Source: an optimization exercise on an open RTL-to-GDS flow (aim: small area and a short achievable clock period). Production flows keep margins and buffers that such runs may drop. Function was checked by simulation only, so behaviour that the tests miss may differ from the original. Power and IR drop assume default switching activity.

// PipelinedRadix4BoothWallace32
module PipelinedRadix4BoothWallace32
(
    input logic clk,
    input logic run,
    input logic signedFlag,  
    input logic [32 - 1 : 0] multiplicand,
    input logic [32 - 1 : 0] multiplier,
    output logic [64 - 1 : 0] out
);
Size: roughly 0.044 mm² of cells after synthesis.
clock: 4.2 ns
lec_check: 0
cap_margin: 20
core_margin: 2
core_utilization: 50
cts_buf_list: sky130_fd_sc_hd__clkbuf_4 sky130_fd_sc_hd__clkbuf_8
cts_cluster_size: 30
place_density: 0.65
setup_slack_margin: 1.6
slew_margin: 20
synth_hierarchical: 1
synth_minimum_keep_size: 0
run.sh (not shown) runs the stock make flow with config.mk's settings and CLKGATE_MAP_FILE= SYNTH_SCRIPT=/design/flow/synth_recipe.tcl, a recipe that flattens the netlist after the stock synthesis.
Change:
Settings changed: CORE_UTILIZATION 50 to 62, PLACE_DENSITY 0.65 to 0.72, SETUP_SLACK_MARGIN 1.6 to 1.7.
What happened: Final area came out higher by 0.60%; clock power came out higher by about 3%; total power grows by 2.1%; non-clock buffer count went up by 16; wire length is about the same; utilization goes up by 14 points; combinational power came out higher by about 4%; fmax rises by 2.2%.
Change:
Settings changed: CORE_UTILIZATION 62 to 50, PLACE_DENSITY 0.72 to 0.65, SETUP_SLACK_MARGIN 1.7 to 1.8.
Outcome: Total power is higher by a few percent; count of clock-buffer cells in the layout increases by 5; global-route usage went down by 3.2 points; sequential share of layout area goes down by 2.8 points; wire length is higher by about a fifth; cell area climbs by a little under a tenth; clock power goes up by a few percent; synthesized area stays the same; register-to-register slack got worse by 0.06 ns; cell count increases by a little under a tenth; setup slack got worse by 0.064 ns.
Change:
Settings changed: SETUP_SLACK_MARGIN 1.8 to 1.9.
Result: Final cell count rose by 1.3%. First-iteration DRC count rose by about 1.1%. Clock-buffer cell count falls by 6. Clock skew goes up by 0.0054 ns. Register-to-register slack gains 0.02 ns. Via count stays flat.

========
## run A
PipelinedRadix4BoothWallace32 again, from the RTL that the note above started with.
// PipelinedRadix4BoothWallace32
module PipelinedRadix4BoothWallace32
(
    input logic clk,
    input logic run,
    input logic signedFlag,  
    input logic [32 - 1 : 0] multiplicand,
    input logic [32 - 1 : 0] multiplier,
    output logic [64 - 1 : 0] out
);
clock: 4.2 ns
lec_check: 0
cap_margin: 20
core_margin: 2
core_utilization: 50
cts_buf_list: sky130_fd_sc_hd__clkbuf_4 sky130_fd_sc_hd__clkbuf_8
cts_cluster_size: 30
place_density: 0.65
setup_slack_margin: 1.7
slew_margin: 20
synth_hierarchical: 1
synth_minimum_keep_size: 0
Relative to run A, the following input files were edited for run D:
-- flow/config.mk --
<<< run A, line 14
export SETUP_SLACK_MARGIN = 1.7
>>> run D, line 14
export SETUP_SLACK_MARGIN = 1.5
Notes after the runs:
- In run D, the placed wire-length estimate after detailed placement came out 1100 um below the value in run A.
- Per the comparison of run D with run A, actual slew at the worst max-slew pin higher, hold slack grew by 0.016 ns, power density of the placed cells now larger, utilization fell by 0.26 points.

========
Setup of job 5883:
PipelinedRadix4BoothWallace32 again, from the RTL that the note above started with.
Settings: LEC_CHECK=0, CAP_MARGIN=20, CORE_MARGIN=2, CORE_UTILIZATION=45, CTS_BUF_LIST=sky130_fd_sc_hd__clkbuf_4 sky130_fd_sc_hd__clkbuf_8, CTS_CLUSTER_SIZE=30, PLACE_DENSITY=0.6, SETUP_SLACK_MARGIN=1.7, SLEW_MARGIN=20, SYNTH_HIERARCHICAL=1, SYNTH_MINIMUM_KEEP_SIZE=0; clock period 4.2 ns.
Changes in job 6899 relative to job 5883:
Settings: a change of CORE_UTILIZATION from 45 to 50; a change of PLACE_DENSITY from 0.6 to 0.65; an added GPL_TIMING_DRIVEN of 0.
## What came out
The highest-utilization routing layer at the global route stage comes out met2 in one run and met1 in the other, namely in job 5883 and job 6899 respectively. Power density normalized to cell area of job 6899 falls short of that of job 5883 slightly. Comparing job 6899 and job 5883, the lower number of buffers and inverters on the critical path was measured on job 5883. When job 6899 is set beside job 5883, its total number of cells along the worst setup path turns out to be 1 larger. Taking job 5883 as 1.0, job 6899 lands at 1.2 on worst IR drop on VDD. Going from job 5883 to job 6899, total design power went up; area of the die went down; routed wire length went up. Relative to job 5883, the final cell area reported for job 6899 is higher. Job 6899: register-to-register slack lower than job 5883.
Inputs modified between job 6899 and job 4597:
Settings: swapping 20 for 0 in SLEW_MARGIN; clearing GPL_TIMING_DRIVEN, which used to be 0; swapping 20 for 0 in CAP_MARGIN.
==> comparison <==
Job 4597 went all the way through the flow, and no timing, DRC or antenna check failed. Changes observed in job 4597 relative to job 6899: relative area change from synthesis to final layout -9.8 points, routed wire length -30000 um. Job 4597 vs job 6899: count of clock-buffer cells in the layout down in job 4597.
#### Input delta (job 4272 over job 4597)
Settings: changing SETUP_SLACK_MARGIN from 1.7 to 1.65; changing SLEW_MARGIN from 0 to 20; changing CAP_MARGIN from 0 to 20.
Summary of job 4272 over job 4597: global-route wire length before repair saw a decrease, design area saw a decrease, number of buffers and inverters on the critical path saw a decrease.

-- what the ideal ports hide --
Ports are ideal in the flow. The routed layouts listed here were re-timed in OpenROAD. Step 1 sets driving cells, clkbuf_16 on the clock port and buf_2 on the other inputs (assumed; they add their load-dependent delay and slew). Step 2 times the ports against the registers' clock, not the clock port: input delays grow and output delays shrink by t, the midpoint of the rising clock arrivals with the driver on. Slacks: ideal ports / drivers / drivers and shift; pairs: ideal ports / drivers.
run | t (ns) | slack for setup (ns) | worst hold slack (ns) | cell pins on the clock port's net
the first run of note 1 | 0.809 | 1.605 / 1.605 / 1.605 | 0.409 / 0.409 / 0.409 | 1
the second run of note 1 | 0.786 | 1.660 / 1.660 / 1.660 | 0.400 / 0.400 / 0.400 | 1
the third run of note 1 | 0.816 | 1.596 / 1.596 / 1.596 | 0.409 / 0.409 / 0.409 | 1
the fourth run of note 1 | 0.822 | 1.619 / 1.619 / 1.619 | 0.419 / 0.419 / 0.419 | 1
run A | 0.810 | 1.676 / 1.676 / 1.676 | 0.402 / 0.402 / 0.402 | 1
run D | 0.800 | 1.484 / 1.484 / 1.484 | 0.418 / 0.418 / 0.418 | 1
job 5883 | 0.846 | 1.690 / 1.690 / 1.690 | 0.422 / 0.422 / 0.422 | 1
job 6899 | 0.829 | 1.529 / 1.529 / 1.219 | 0.414 / 0.414 / 0.414 | 1
job 4597 | 0.849 | 1.639 / 1.639 / 1.639 | 0.410 / 0.410 / 0.410 | 1
job 4272 | 0.814 | 1.658 / 1.655 / 1.658 | 0.409 / 0.409 / 0.409 | 1
After both steps every run listed still meets setup and hold. For job 6899, which loses most, drivers alone change the setup slack by 0.000 ns; drivers and shift together by -0.310 ns.
